What follows belongs to an exercise in optimizing a design on an open flow for small area and a short achievable clock period; a production flow would make more cautious choices.
Function was not checked in any run shown here: the RTL went through the layout flow alone.
No activity file was given, so power comes from the tool's default toggle rates.

==> flow/design.v, too long to show whole: its modules and the start of the top module <==
// module cpu: 867 lines
module cpu( 
    input clk,                           
    input RST,                           
    output [23:0] AB,                    
    output sync,                         
    input [7:0] DI,                      
    output reg [7:0] DO,                 
    output WE,                           
    input IRQ,                           
    input NMI,                           
    input RDY,                           
    input debug );
  // ...
==> flow/run.sh <==
#!/bin/bash
# synth_recipe.tcl (not shown) runs the flow's synth.tcl, then flattens the netlist and writes it again
# the make line also repeats each setting of config.mk as NAME=value (left out here)
make -C /OpenROAD-flow-scripts/flow DESIGN_CONFIG=/design/flow/config.mk WORK_HOME=/design/flow/orfs CLKGATE_MAP_FILE= SYNTH_SCRIPT=/design/flow/synth_recipe.tcl finish
==> flow/config.mk <==
export PLATFORM = sky130hd
export DESIGN_NAME = cpu
export DESIGN_NICKNAME = cpu
export VERILOG_FILES = /design/flow/design.v
export SDC_FILE = /design/flow/constraint.sdc
export NUM_CORES = 4
export LEC_CHECK = 0
export ABC_AREA = 1
export CAP_MARGIN = 20
export CORE_MARGIN = 2
export CORE_UTILIZATION = 40
export CTS_BUF_LIST = sky130_fd_sc_hd__clkbuf_8
export CTS_CLUSTER_DIAMETER = 60
export CTS_CLUSTER_SIZE = 14
export PLACE_DENSITY = 0.6
export SETUP_SLACK_MARGIN = 4
export SLEW_MARGIN = 20
==> flow/constraint.sdc <==
create_clock -name core_clock -period 11.0 [get_ports {clk}]
set_input_delay 2.2000 -clock core_clock [delete_from_list [all_inputs] [get_ports {clk}]]
set_output_delay 2.2000 -clock core_clock [all_outputs]
set_load 0.01 [all_outputs]
==> impl_metrics.json, run 1 <==
{
  "synth_fa_ha_area_share_pct": 6.16,
  "max_stage_delay_ps": 240,
  "num-nonclk-buffers": 110,
  "maxSlewHeadroom_pct": 24.8,
  "synth_compound_area_share_pct": 17.6,
  "critPathCaptureType": "primary output",
  "rr_startpoint": "RWDTH[0]",
  "numPlacedInstances": 3791,
  "status": "complete, no violations",
  "final_cell_mix": "nand2_1, inv_1, nor2_1",
  "p_seq_uw": 1540,
  "clockNetworkAreaShare_pct": 3.04,
  "grt_max_degree": 39,
  "hp-class": "reg2reg",
  "post-place-ws_ps": 2470,
  "worstSetupEndpoint": "AB[18]",
  "diodes": 2,
  "finalSetupViolCount": 0,
  "buf_share_pct": 4.02,
  "post_cts_buffers": 25,
  "seq_area_mm2": 0.00612,
  "nClkBuffers": 31,
  "power_leader": "combinational cells",
  "syn2layout_area_growth_pct": 12.4,
  "seqPwrFrac_pct": 23.1,
  "drtIter0Drc": 2536,
  "cts_inserted_buffers": 30,
  "fin_worst_skew_ps": 52.6
}
==> run 2: changes to the inputs <==
--- a/flow/design.v
+++ b/flow/design.v
@@ -146,16 +146,140 @@
     AB_24  = 2'b01,
     AB_32  = 2'b10,
     AB_48  = 2'b11;
 parameter
     R_08  = 2'b00,
     R_16  = 2'b01,
     R_24  = 2'b10,
     R_32  = 2'b11;
+module ab(
+    input bs_S,                      
+    input bs_PC,                     
+    input bs_D24,                    
+    input bs_D16,                    
+    input bs_H,                      
+    input [1:0] ab_x,                
+    input [1:0] ab_h,                
+    input ab_ci,                     
+    input ab_bra,                    
+    input cond,                      
+    input [15:0] S,
+    input [23:0] PC,
+    input [23:0] ab_hold,
+    input [7:0] DI,
+    input [7:0] DR,
+    input [7:0] D3,
+    input [8:0] XY,                  
+    output [23:0] AB,
+    output [23:0] AB_inc );
+function [23:0] allones;                 
+    input [23:0] x;
+    reg [23:0] P, Pn;
+    integer i, l;
+    begin
+        P = { x[22:0], 1'b1 };
+        for( l = 1; l < 24; l = l * 2 ) begin
+            Pn = P;
+            for( i = l; i < 24; i = i + 1 )
+                Pn[i] = P[i] & P[i - l];
+            P = Pn;
+        end
+        allones = P;
+    end
+endfunction
+wire [23:0] rbase = ({24{bs_S}} & { 8'h00, S })
+                  | ({24{bs_PC}} & PC)
+                  | ({24{bs_H}} & ab_hold);
+wire [7:0] base_lo = rbase[7:0] | ({8{bs_D24}} & D3) | ({8{bs_D16}} & DR);
+wire bs_D = bs_D24 | bs_D16;
+wire [1:0] x_op = ab_bra ? { cond, 1'b0 } : ab_x;
+wire [7:0] abl_a = (x_op == 2'b11) ? XY[7:0] : base_lo;
+wire [7:0] abl_b = ((x_op == 2'b01) ? XY[7:0] : 8'h00) | (x_op[1] ? DI : 8'h00);
+wire [7:0] abl_sum;
+wire abl_co;
+ab_add8 ab_add8(
+    .a(abl_a),
+    .b(abl_b),
+    .ci(ab_ci),
+    .x(x_op[0] & XY[8]),
+    .s(abl_sum),
+    .co(abl_co) );
+wire [15:0] abh_base = rbase[23:8];
+wire [23:0] abh_ones = allones( { 8'h00, abh_base } );
+wire [23:0] abh_zeros = allones( { 8'h00, ~abh_base } );
+wire [15:0] abh_p1 = abh_base ^ abh_ones[15:0];
+wire [15:0] abh_m1 = abh_base ^ abh_zeros[15:0];
+reg [15:0] abh_c0, abh_c1;               
+always @*
+    case( ab_h )
+        2'b01: begin abh_c0 = abh_p1; abh_c1 = abh_p1; end
+        2'b10: begin abh_c0 = abh_base; abh_c1 = abh_p1; end
+        2'b11: begin abh_c0 = abh_m1; abh_c1 = abh_base; end
+      default: begin abh_c0 = abh_base; abh_c1 = abh_base; end
+    endcase
+wire [15:0] abh_bc0 = DI[7] ? abh_m1 : abh_base;
+wire [15:0] abh_bc1 = DI[7] ? abh_base : abh_p1;
+wire bra_taken = ab_bra & cond;
+wire [7:0] di_inc = DI ^ allones( { 16'h0000, DI } );
+wire di_ones = (DI == 8'hff);
+wire dr_ones = (DR == 8'hff);
+wire [15:0] abh_d0 = bs_D24 ? { DI, DR } : { 8'h00, DI };
+wire [15:0] abh_d1 = bs_D24 ? (dr_ones ? { di_inc, 8'h00 } : { DI, DR + 8'h01 }) : { 7'h00, di_ones, di_inc };
+wire [15:0] abh_s1 = bs_D ? abh_d1 : bra_taken ? abh_bc1 : abh_c1;
+wire [15:0] abh_s0 = bs_D ? abh_d0 : bra_taken ? abh_bc0 : abh_c0;
+wire [15:0] abh;
+ab_sel16 ab_sel16(
+    .s(abl_co),
+    .a(abh_s1),
+    .b(abh_s0),
+    .y(abh) );
+assign AB = { abh, abl_sum };
+assign AB_inc = AB ^ allones( AB );
+endmodule
+module ab_add8(
+    input [7:0] a,
+    input [7:0] b,
+    input ci,
+    input x,
+    output [7:0] s,
+    output co );
+function [8:0] padd8;                    
+    input [7:0] a;
+    input [7:0] b;
+    input c;
+    reg [8:0] G, P, Gn, Pn;
+    integer i, l;
+    begin
+        G = { a & b, c };
+        P = { a ^ b, 1'b0 };
+        for( l = 1; l < 9; l = l * 2 ) begin
+            Gn = G;
+            Pn = P;
+            for( i = l; i < 9; i = i + 1 ) begin
+                Gn[i] = G[i] | (P[i] & G[i - l]);
+                Pn[i] = P[i] & P[i - l];
+            end
+            G = Gn;
+            P = Pn;
+        end
+        padd8 = { G[8], (a ^ b) ^ G[7:0] };
+    end
+endfunction
+wire [8:0] sum = padd8( a, b, ci );
+assign s = sum[7:0];
+assign co = sum[8] ^ x;
+endmodule
+module ab_sel16(
+    input s,
+    input [15:0] a,
+    input [15:0] b,
+    output [15:0] y );
+assign y = s ? a : b;
+endmodule
 module cpu( 
     input clk,                           
     input RST,                           
     output [23:0] AB,                    
     output sync,                         
     input [7:0] DI,                      
     output reg [7:0] DO,                 
     output WE,                           
@@ -564,53 +688,16 @@
              else               busop = { S____, IDX___, DO____, DR___, WE___, AB_JMP1 };
         SYNC:                    busop = { S____, IDX___, DO____, DR___, WE___, AB_OPER };
         ZPG0:                    busop = { S____, IDX_XY, DO_ALU, DR___, WE_ST, AB_ZPGX };
         ZPGR:                    busop = { S____, IDX_XY, DO_ALU, DR_DI, WE_ST, AB_INCR };
         ZPW0:                    busop = { S____, IDX_XY, DO____, DR___, WE___, AB_ZPGX };
        default:                 busop = { S____, IDX___, DO____, DR___, WE___, AB_OPER };           
     endcase
 endfunction
-function [8:0] padd8;                    
-    input [7:0] a;
-    input [7:0] b;
-    input c;
-    reg [8:0] G, P, Gn, Pn;
-    integer i, l;
-    begin
-        G = { a & b, c };
-        P = { a ^ b, 1'b0 };
-        for( l = 1; l < 9; l = l * 2 ) begin
-            Gn = G;
-            Pn = P;
-            for( i = l; i < 9; i = i + 1 ) begin
-                Gn[i] = G[i] | (P[i] & G[i - l]);
-                Pn[i] = P[i] & P[i - l];
-            end
-            G = Gn;
-            P = Pn;
-        end
-        padd8 = { G[8], (a ^ b) ^ G[7:0] };
-    end
-endfunction
-function [23:0] allones;                 
-    input [23:0] x;
-    reg [23:0] P, Pn;
-    integer i, l;
-    begin
-        P = { x[22:0], 1'b1 };
-        for( l = 1; l < 24; l = l * 2 ) begin
-            Pn = P;
-            for( i = l; i < 24; i = i + 1 )
-                Pn[i] = P[i] & P[i - l];
-            P = Pn;
-        end
-        allones = P;
-    end
-endfunction
 reg [23:0] PC;                           
 reg [23:0] ab_hold;                      
 reg [7:0] D4;                            
 reg [7:0] D3;                            
 reg [7:0] DR;                            
 wire [7:0] IR;                           
 reg [7:0] OP;                            
 reg [2:0] PREFIX;                        
@@ -640,50 +727,46 @@
 wire [18:0] control = op_dec[24:6];
 wire [1:0] ins_type = control[18:17];
 wire adc_sbc = (ins_type == FLAG_ADD);
 wire cmp     = (ins_type == FLAG_CMP);
 wire bit_isn = (ins_type == FLAG_BIT);
 wire store = control[16];
 wire load = control[15];
 wire [1:0] reg_dst = control[12:11];
-reg [8:0] alu_op;                        
+wire [8:0] alu_op = control[10:2];
 wire shift = alu_op[8];
 wire clc = (OP == 8'h18);
 wire sec = (OP == 8'h38);
 wire cld = (OP == 8'hD8);
 wire sed = (OP == 8'hF8);
 wire cli = (OP == 8'h58);
 wire sei = (OP == 8'h78);
 wire rti = (OP == 8'h40);
 wire clv = (OP == 8'hB8);
 wire php = (OP == 8'h08) || (OP == 8'h00);
 wire plp = (OP == 8'h28);
 wire txs = (OP == 8'h9A);
 wire variation = (OP == 8'h0F);
-reg cond;
-always @*
-    casez( OP[7:4] )
-        4'b000?: cond = ~N;
-        4'b001?: cond =  N;
-        4'b010?: cond = ~V;
-        4'b011?: cond =  V;
-        4'b1000: cond =  1;
-        4'b1001: cond = ~C;
-        4'b101?: cond =  C;
-        4'b110?: cond = ~Z;
-        4'b111?: cond =  Z;
-    endcase
-reg [1:0] we_op;                         
-reg dr_di;
-reg [2:0] do_op;
-reg pull, push;
-reg hold_ld;                             
-reg [1:0] pc_op;                         
-reg rmw1;                                
+reg bc_N, bc_V, bc_C, bc_Z, bc_inv;
+always @(posedge clk) begin
+    bc_N   <= (OP_next[7:6] == 2'b00);
+    bc_V   <= (OP_next[7:6] == 2'b01);
+    bc_C   <= (OP_next[7:5] == 3'b101) | (OP_next[7:4] == 4'b1001);
+    bc_Z   <= (OP_next[7:6] == 2'b11);
+    bc_inv <= ~OP_next[5];
+end
+wire cond = bc_inv ^ ((bc_N & N) | (bc_V & V) | (bc_C & C) | (bc_Z & Z));
+wire [20:0] bus_op = busop( state, rti, cond, DI[7] );
+wire [10:0] ab_op = bus_op[10:0];
+wire [1:0] we_op = bus_op[12:11];
+wire dr_di = bus_op[13];
+wire [2:0] do_op = bus_op[16:14];
+wire pull = bus_op[19];
+wire push = bus_op[20];
 wire [24:0] ir_dec = dec( IR, PREFIX[0] );
 wire [5:0] init_state = ir_dec[5:0];
 always @* begin
     next_state = state;
     if( RST )
         next_state = BRK4;
     else case( state )
         SYNC:  next_state = init_state;
@@ -795,31 +878,22 @@
     bs_S   <= ~nbus_op[5] & (nbus_op[4:3] == 2'b00);
     bs_PC  <= ~nbus_op[5] & (nbus_op[4:3] == 2'b01);
     bs_D24 <= ~nbus_op[5] & (nbus_op[4:3] == 2'b10) & nABWDTH;
     bs_D16 <= ~nbus_op[5] & (nbus_op[4:3] == 2'b10) & ~nABWDTH;
     bs_H   <= ~nbus_op[5] & (nbus_op[4:3] == 2'b11);
     ab_x   <= nbus_op[2:1];
     ab_h   <= nbus_op[10:9];
     ab_ci  <= nbus_op[0];
-    hold_ld <= nbus_op[8];
-    pc_op  <= nbus_op[7:6];
-    we_op  <= nbus_op[12:11];
-    dr_di  <= nbus_op[13];
-    do_op  <= nbus_op[16:14];
-    pull   <= nbus_op[19];
-    push   <= nbus_op[20];
-    rmw1   <= (next_state == RMW1);
     ab_bra <= (next_state == BRA0);
     ix_X   <= (nidx == SEL_X);
     ix_Y   <= (nidx == SEL_Y);
     src_X  <= (nop_dec[20:19] == SEL_X);
     src_Y  <= (nop_dec[20:19] == SEL_Y);
     src_A  <= (nop_dec[20:19] == SEL_A);
-    alu_op <= nop_dec[16:8];
 end
 wire [23:0] R = ({24{src_X}} & XR) | ({24{src_Y}} & YR) | ({24{src_A}} & AR);
 wire [8:0] XY = ({9{ix_X}} & XR[8:0]) | ({9{ix_Y}} & YR[8:0]);
 reg [23:0] R_IN;
 reg [23:0] MEM;
 reg [23:0] alu_ai;
 reg [23:0] alu_bi;
 reg alu_ci;
@@ -878,51 +952,49 @@
 always @(posedge clk)
     if( reg_we && reg_dst == SEL_Y )
         YR <= alu_out;
 always @(posedge clk)
     if( reg_we && reg_dst == SEL_A )
         AR <= alu_out;
     else if( variation )                 
         AR <= {16'h6502, R_16, AB_24, 4'h0};
-reg [15:0] s_run;
-integer si;
-always @* begin
-    s_run[0] = 1'b1;
-    for( si = 1; si < 16; si = si + 1 )
-        s_run[si] = s_run[si - 1] & (S[si - 1] ^ push);
-end
 always @(posedge clk)
-    if( txs )              S <= R[15:0];
-    else if( push | pull ) S <= S ^ s_run;
-wire [23:0] base = ({24{bs_S}} & { 8'h00, S })
-                 | ({24{bs_PC}} & PC)
-                 | ({24{bs_D24}} & { DI, DR, D3 })
-                 | ({24{bs_D16}} & { 8'h00, DI, DR })
-                 | ({24{bs_H}} & ab_hold);
-wire [1:0] x_op = ab_bra ? { cond, 1'b0 } : ab_x;
-wire [1:0] h_op = ab_bra ? { cond, cond & DI[7] } : ab_h;
-wire [7:0] abl_a = (x_op == 2'b11) ? XY[7:0] : base[7:0];
-wire [7:0] abl_b = ((x_op == 2'b01) ? XY[7:0] : 8'h00) | (x_op[1] ? DI : 8'h00);
-wire [8:0] abl_sum = padd8( abl_a, abl_b, ab_ci );
-wire abl_co = abl_sum[8] ^ (x_op[0] & XY[8]);
-wire [15:0] abh_base = base[23:8];
-wire abh_down = (h_op == 2'b11);
-wire [23:0] abh_run = allones( { 8'h00, abh_base ^ {16{abh_down}} } );
-wire abh_flip = h_op[0] ^ (h_op[1] & abl_co);
-wire [15:0] abh = abh_base ^ ({16{abh_flip}} & abh_run[15:0]);
-assign AB = { abh, abl_sum[7:0] };
+    if( txs )       S <= R[15:0];
+    else if( push ) S <= S - 1'b1;
+    else if( pull ) S <= S + 1'b1;
+wire [23:0] AB_inc;                      
+ab ab(
+    .bs_S(bs_S),
+    .bs_PC(bs_PC),
+    .bs_D24(bs_D24),
+    .bs_D16(bs_D16),
+    .bs_H(bs_H),
+    .ab_x(ab_x),
+    .ab_h(ab_h),
+    .ab_ci(ab_ci),
+    .ab_bra(ab_bra),
+    .cond(cond),
+    .S(S),
+    .PC(PC),
+    .ab_hold(ab_hold),
+    .DI(DI),
+    .DR(DR),
+    .D3(D3),
+    .XY(XY),
+    .AB(AB),
+    .AB_inc(AB_inc) );
 always @(posedge clk)
-    if( hold_ld )
+    if( ab_op[8] )
         ab_hold <= AB;
 always @(posedge clk)
     if( RST )
         PC <= 24'hfffffa;
-    else case( pc_op )
-        2'b01: PC <= AB + 1'b1;
+    else case( ab_op[7:6] )
+        2'b01: PC <= AB_inc;
         2'b10: PC <= 24'hfffff7;
         2'b11: PC <= 24'hfffffd;
       default:;
     endcase
 assign WE = we_op[0] | (we_op[1] & store);
 always @(posedge clk)
     if( dr_di ) begin
         D4 <= D3;
@@ -939,38 +1011,39 @@
 endfunction
 reg [8:0] rmw_in;
 always @*
     case( RWDTH )
         R_16: rmw_in = { DR[0], D3 };
         R_24: rmw_in = { D3[0], D4 };
         default: rmw_in = { 1'b0, DR };
     endcase
-wire [7:0] rmw_inc = rmw_in[7:0] + 8'h01;
-wire [7:0] rmw_dec = rmw_in[7:0] - 8'h01;
+wire rmw_si = C & alu_op[0];
+wire [7:0] rmw_sum = rmw_in[7:0] + ((alu_op[3:2] == 2'b10) ? 8'hff : 8'h00) + (alu_op[1:0] == 2'b01);
 reg [7:0] rmw_lo;                        
 reg [7:0] rmw_hi;                        
-always @*
-    case( OP[7:5] )
-        3'b000:  begin rmw_lo = { rmw_in[6:0], 1'b0 }; rmw_hi = 8'h00; end      
-        3'b001:  begin rmw_lo = { rmw_in[6:0], C };    rmw_hi = 8'h00; end      
-        3'b010:  begin rmw_lo = rmw_in[8:1];           rmw_hi = 8'h00; end      
-        3'b011:  begin rmw_lo = rmw_in[8:1];           rmw_hi = { C, 7'h00 }; end   
-        3'b110:  begin rmw_lo = rmw_dec;               rmw_hi = (DR == 8'h00) ? 8'hff : 8'h00; end   
-        default: begin rmw_lo = rmw_inc;               rmw_hi = 8'h00; end      
-    endcase
+always @* begin
+    if( alu_op[8] ) begin
+        rmw_lo = alu_op[7] ? rmw_in[8:1] : { rmw_in[6:0], rmw_si };
+        rmw_hi = alu_op[7] ? { rmw_si, 7'h00 } : 8'h00;
+    end
+    else begin
+        rmw_lo = rmw_sum;
+        rmw_hi = ((alu_op[3:2] == 2'b10) && (alu_op[1:0] != 2'b01) && (DR == 8'h00)) ? 8'hff : 8'h00;
+    end
+end
 wire [7:0] do_reg = bytesel( R, RWDTH, RBYTES );
 wire [7:0] do_rmw = (RWDTH == R_32) ? rmw_hi : rmw_lo;
 always @*
     case( do_op )
         DO_PCL: DO = PC[7:0];
         DO_PCH: DO = PC[15:8];
         DO_PC3: DO = PC[23:16];
         DO_PHP: DO = php ? P : do_reg;
-        default: DO = rmw1 ? do_rmw : do_reg;
+        default: DO = (state == RMW1) ? do_rmw : do_reg;
     endcase
 always @(posedge clk)
     case( state )
         RTS0: if( rti )                         N <= DI[7];
         SYNC: if( plp )                         N <= DI[7];
               else if( bit_isn )                N <= DI[7];
               else if( load | cmp )             N <= alu_N;
      default:;
==> flow/config.mk (replaced) <==
export PLATFORM = sky130hd
export DESIGN_NAME = cpu
export DESIGN_NICKNAME = cpu
export VERILOG_FILES = /design/flow/design.v
export SDC_FILE = /design/flow/constraint.sdc
export NUM_CORES = 4
export LEC_CHECK = 0
export CAP_MARGIN = 20
export CORE_MARGIN = 2
export CORE_UTILIZATION = 40
export PLACE_DENSITY = 0.6
export SETUP_SLACK_MARGIN = 4
export SLEW_MARGIN = 20
export SYNTH_HIERARCHICAL = 1
==> impl_metrics.json, run 2 <==
{
  "yosysTopAreaCell": "edfxtp_1",
  "synth.most_common_cell": "nand2_1",
  "status": "complete, no violations",
  "met2_length_um": 36400,
  "core_mm2": 0.0539,
  "mostFrequentLayoutCell": "nand2_1",
  "rr_startpoint": "OP[4]",
  "fin_worst_skew_ps": 29.5,
  "syn_inst": 2737,
  "utilization_pct": 46.1,
  "vdd_drop_max_mv": 0.173,
  "syn2layout_area_growth_pct": 14.0,
  "yosysWarnings": 9,
  "path_clk_slew_ps": 60,
  "finalSetupViolCount": 0,
  "post-route-period-util_pct": 64.7,
  "final_cell_mix": "nand2_1, nor2_1, a21oi_1",
  "syn-mean-instance-area_um2": 7.97,
  "grt_pass1_wl_um": 130000,
  "ys_dominant_reg_cell": "edfxtp_1",
  "synth-edff-count": 142,
  "grt_max_degree": 54,
  "routed-via-count": 23100,
  "vias_per_cell": 6.66,
  "ys_top_cells_by_count": "nand2_1, nor2_1, a21oi_1",
  "drv_cap": 0,
  "cts_htree_levels": 1,
  "met3RoutedLength_um": 10000,
  "ant_nets": 0,
  "dieWidth_um": 238,
  "clock_latency_ps": 620,
  "worstSetupPathType": "in2out",
  "synth_fp_nets": 2872,
  "worstPathBufferInverterCount": 7,
  "cts.sinks": 218,
  "holdWs_ps": 486,
  "dr.pass1.iters": 6,
  "setup_tns_ps": 0,
  "wl_um": 86500,
  "grt_usage_pct": 29.5,
  "worst_ep_arrival_time_ps": 4920,
  "startpoint": "DI[0]",
  "dpl_cell_area_mm2": 0.0228,
  "synth-seq-cells": 218,
  "synth_area_leaders": "edfxtp_1, dfxtp_1, ha_1, nand2_1, nor2_1",
  "final_area_mm2": 0.0249,
  "layout-drive-gt1-share_pct": 13.2,
  "synth.distinct_cells": 120,
  "die_area_mm2": 0.0564,
  "cts-root-buf": "clkbuf_16",
  "grt_overflow": 0,
  "dr.max_layer_used": "met4",
  "ys_seq_area_share_pct": 26.5,
  "drv_slew": 0,
  "critPathCaptureType": "primary output",
  "synth_area_mm2": 0.0218,
  "final_nets": 2886,
  "p_per_area_mw_per_mm2": 372,
  "synthArstFlopShare_pct": 0,
  "worst_pin_slew_ps": 1210,
  "power_leakage_uw": 0.00946,
  "hp-class": "reg2reg",
  "period_minus_slack_ps": 7120,
  "drtIter0Drc": 3242,
  "fmax_ghz": 0.140,
  "initial_utilization_pct": 40.5,
  "cp_max_fo": 4,
  "hold_viol": 0,
  "maxSlewHeadroom_pct": 18.7,
  "drc_errors": 0,
  "dpl.hpwl_um": 60600,
  "rsz0062_at_grt": "true",
  "crit_chain": "buf_6 -> buf_12 -> a22oi_2 -> o21ai_2 -> ha_1 -> a21o_1 -> a2111oi_4 -> o21ai_2 -> a21oi_2 -> xnor2_2 -> buf_6 -> buf_12 -> buf_16 -> buf_8 -> mux2_4 -> buf_6",
  "wl_met1_um": 36400,
  "synthDominantCellAreaShare_pct": 19.5,
  "grt_pass1_vias": 21300,
  "hp-start": "PREFIX[1]",
  "max_stage_delay_ps": 420,
  "critPathSlowestCell": "a2111oi_4",
  "routedWlPerCell_um": 24.9,
  "antenna_found_initial": 0,
  "die_h_um": 238,
  "port_buffers": 43,
  "clock_path_buffers": 3,
  "cp.required_ps": 8800,
  "cts_inserted_buffers": 28,
  "crit_top_cell": "buf_6",
  "rows": 85,
  "path_delay_family": "compound AO/OA/AOI/OAI gates",
  "gp_congestion": 0.960,
  "cts_tree": "done",
  "worstSetupStartpointType": "primary input",
  "ioPinCount": 48
}
run 2: cell count changes after synthesis, sizes merged, moves of 48 or more:
cell | previous run | this run
nand2 | 864 | 298
inv | 449 | 130
nand3 | 248 | 102
nor2 | 356 | 238
xnor2 | 8 | 81
a222oi | 0 | 65
clkbuf | 66 | 127
a22oi | 10 | 68
o21ai | 189 | 137
buf | 24 | 75
a31oi | 17 | 65
run 2: layout make-up:
class                   count  area [µm²]
diodes                      1        2.50
repair buffers            186        1780
multi-input cells        2182       14900
well taps                 696         871
clock buffers              32         747
flip-flops and latches    218        5820
inverters                 135         518
clock inverters            20         215
fillers                  5263       29100
run 2: Yosys stat by module, one instance, submodules excluded:
module | cells inside | times used
cpu | 2137 | 1
ab | 537 | 1
ab_add8 | 45 | 1
ab_sel16 | 18 | 1
run 2: path summary, 6_finish.rpt:
path	endpoint	slack (ps)	cells after the start
max	AB[14]	3880	16
min	PREFIX[1]	490	2
max reg2reg	V	4210	24
min reg2reg	PREFIX[1]	490	2
run 2: per-layer routing:
layer / track usage, % / vias to the layer above
li1: - / 10400
met1: 41.6 / 11100
met2: 43.5 / 1432
met3: 6.22 / 213
met4: 12.4 / 0
met5: 0 / -
run 2: worst register-to-register path: stages, from the launching register on:
cell and delay (ps):
dfxtp_4 470, nand2_1 120, o41ai_2 410, and2_1 390, inv_1 70, a21oi_1 150, a311o_1 140, buf_4 270
inv_1 160, nand2_1 340, buf_4 380, o2111ai_1 220, o21a_1 160, ha_1 270, a21oi_1 240, o2111ai_1 250
a211oi_1 430, nor3b_2 130, a211o_1 330, a211o_1 320, xnor2_1 200, a2111oi_4 540, xnor2_1 170, xnor2_1 190
a22o_1 210
run 2: cell families after synthesis:
family                   after synthesis  synth area share (%)
flip-flops                           218                  26.5
AO/OA/AOI/OAI                        890                  29.4
adder cells (fa/ha/maj)              121                  7.14
AND/OR/NAND/NOR                      990                  22.5
buffers and inverters                337                  6.58
multiplexers                          53                  2.75
XOR/XNOR                             128                  5.14
run 2: what timing repair did:
action / 4_1_cts / 5_1_grt
endpoints found under the setup margin: 35 / 27
endpoints found under the hold margin: 0 / 0
setup buffers: 43 / 20
hold buffers: 0 / 0
gates cloned: 5 / 1
resized for setup: 196 / 36
pin swaps: 22 / 14
run 2: stage by stage:
| step | std cells | power, µW | worst slack (ps) |
|---|---|---|---|
| floorplan | 2737 | 5800 | 4140 |
| global placement | 3347 | 7530 | 2490 |
| detailed placement | 3347 | 7620 | 2560 |
| CTS | 3447 | 8880 | 3900 |
| global route | 3469 | 9830 | 3790 |
| finish | 3470 | 9250 | 3880 |
run 2: power breakdown:
| part | switching, µW | total, µW | internal (µW) |
|---|---|---|---|
| combinational | 4110 | 6650 | 2530 |
| clock | 408 | 969 | 561 |
| sequential | 301 | 1640 | 1340 |

## static timing again, ports no longer ideal
No port has a modelled driver above. Below, the same layouts with a new extraction and two added sets of constraints. Step 1 sets driving cells, clkbuf_16 on the clock port and buf_2 on the other inputs (assumed; they add their load-dependent delay and slew). Step 2 moves the port delays by t, midway between the first and last clock arrival at a register: inputs arrive t later, outputs are due t later. That takes back most of the time a late clock gives input paths. Slacks: ideal ports / drivers / drivers and shift; pairs: ideal ports / drivers.
run	t (ns)	setup slack, ns	worst setup path after step 2
run 1	0.701	3.941 / 3.901 / 3.901	input to output
run 2	0.672	3.879 / 3.840 / 3.840	input to output
After both steps every run listed still meets setup and hold. For run 1, which loses most, drivers alone change the setup slack by -0.040 ns; drivers and shift together by -0.040 ns.
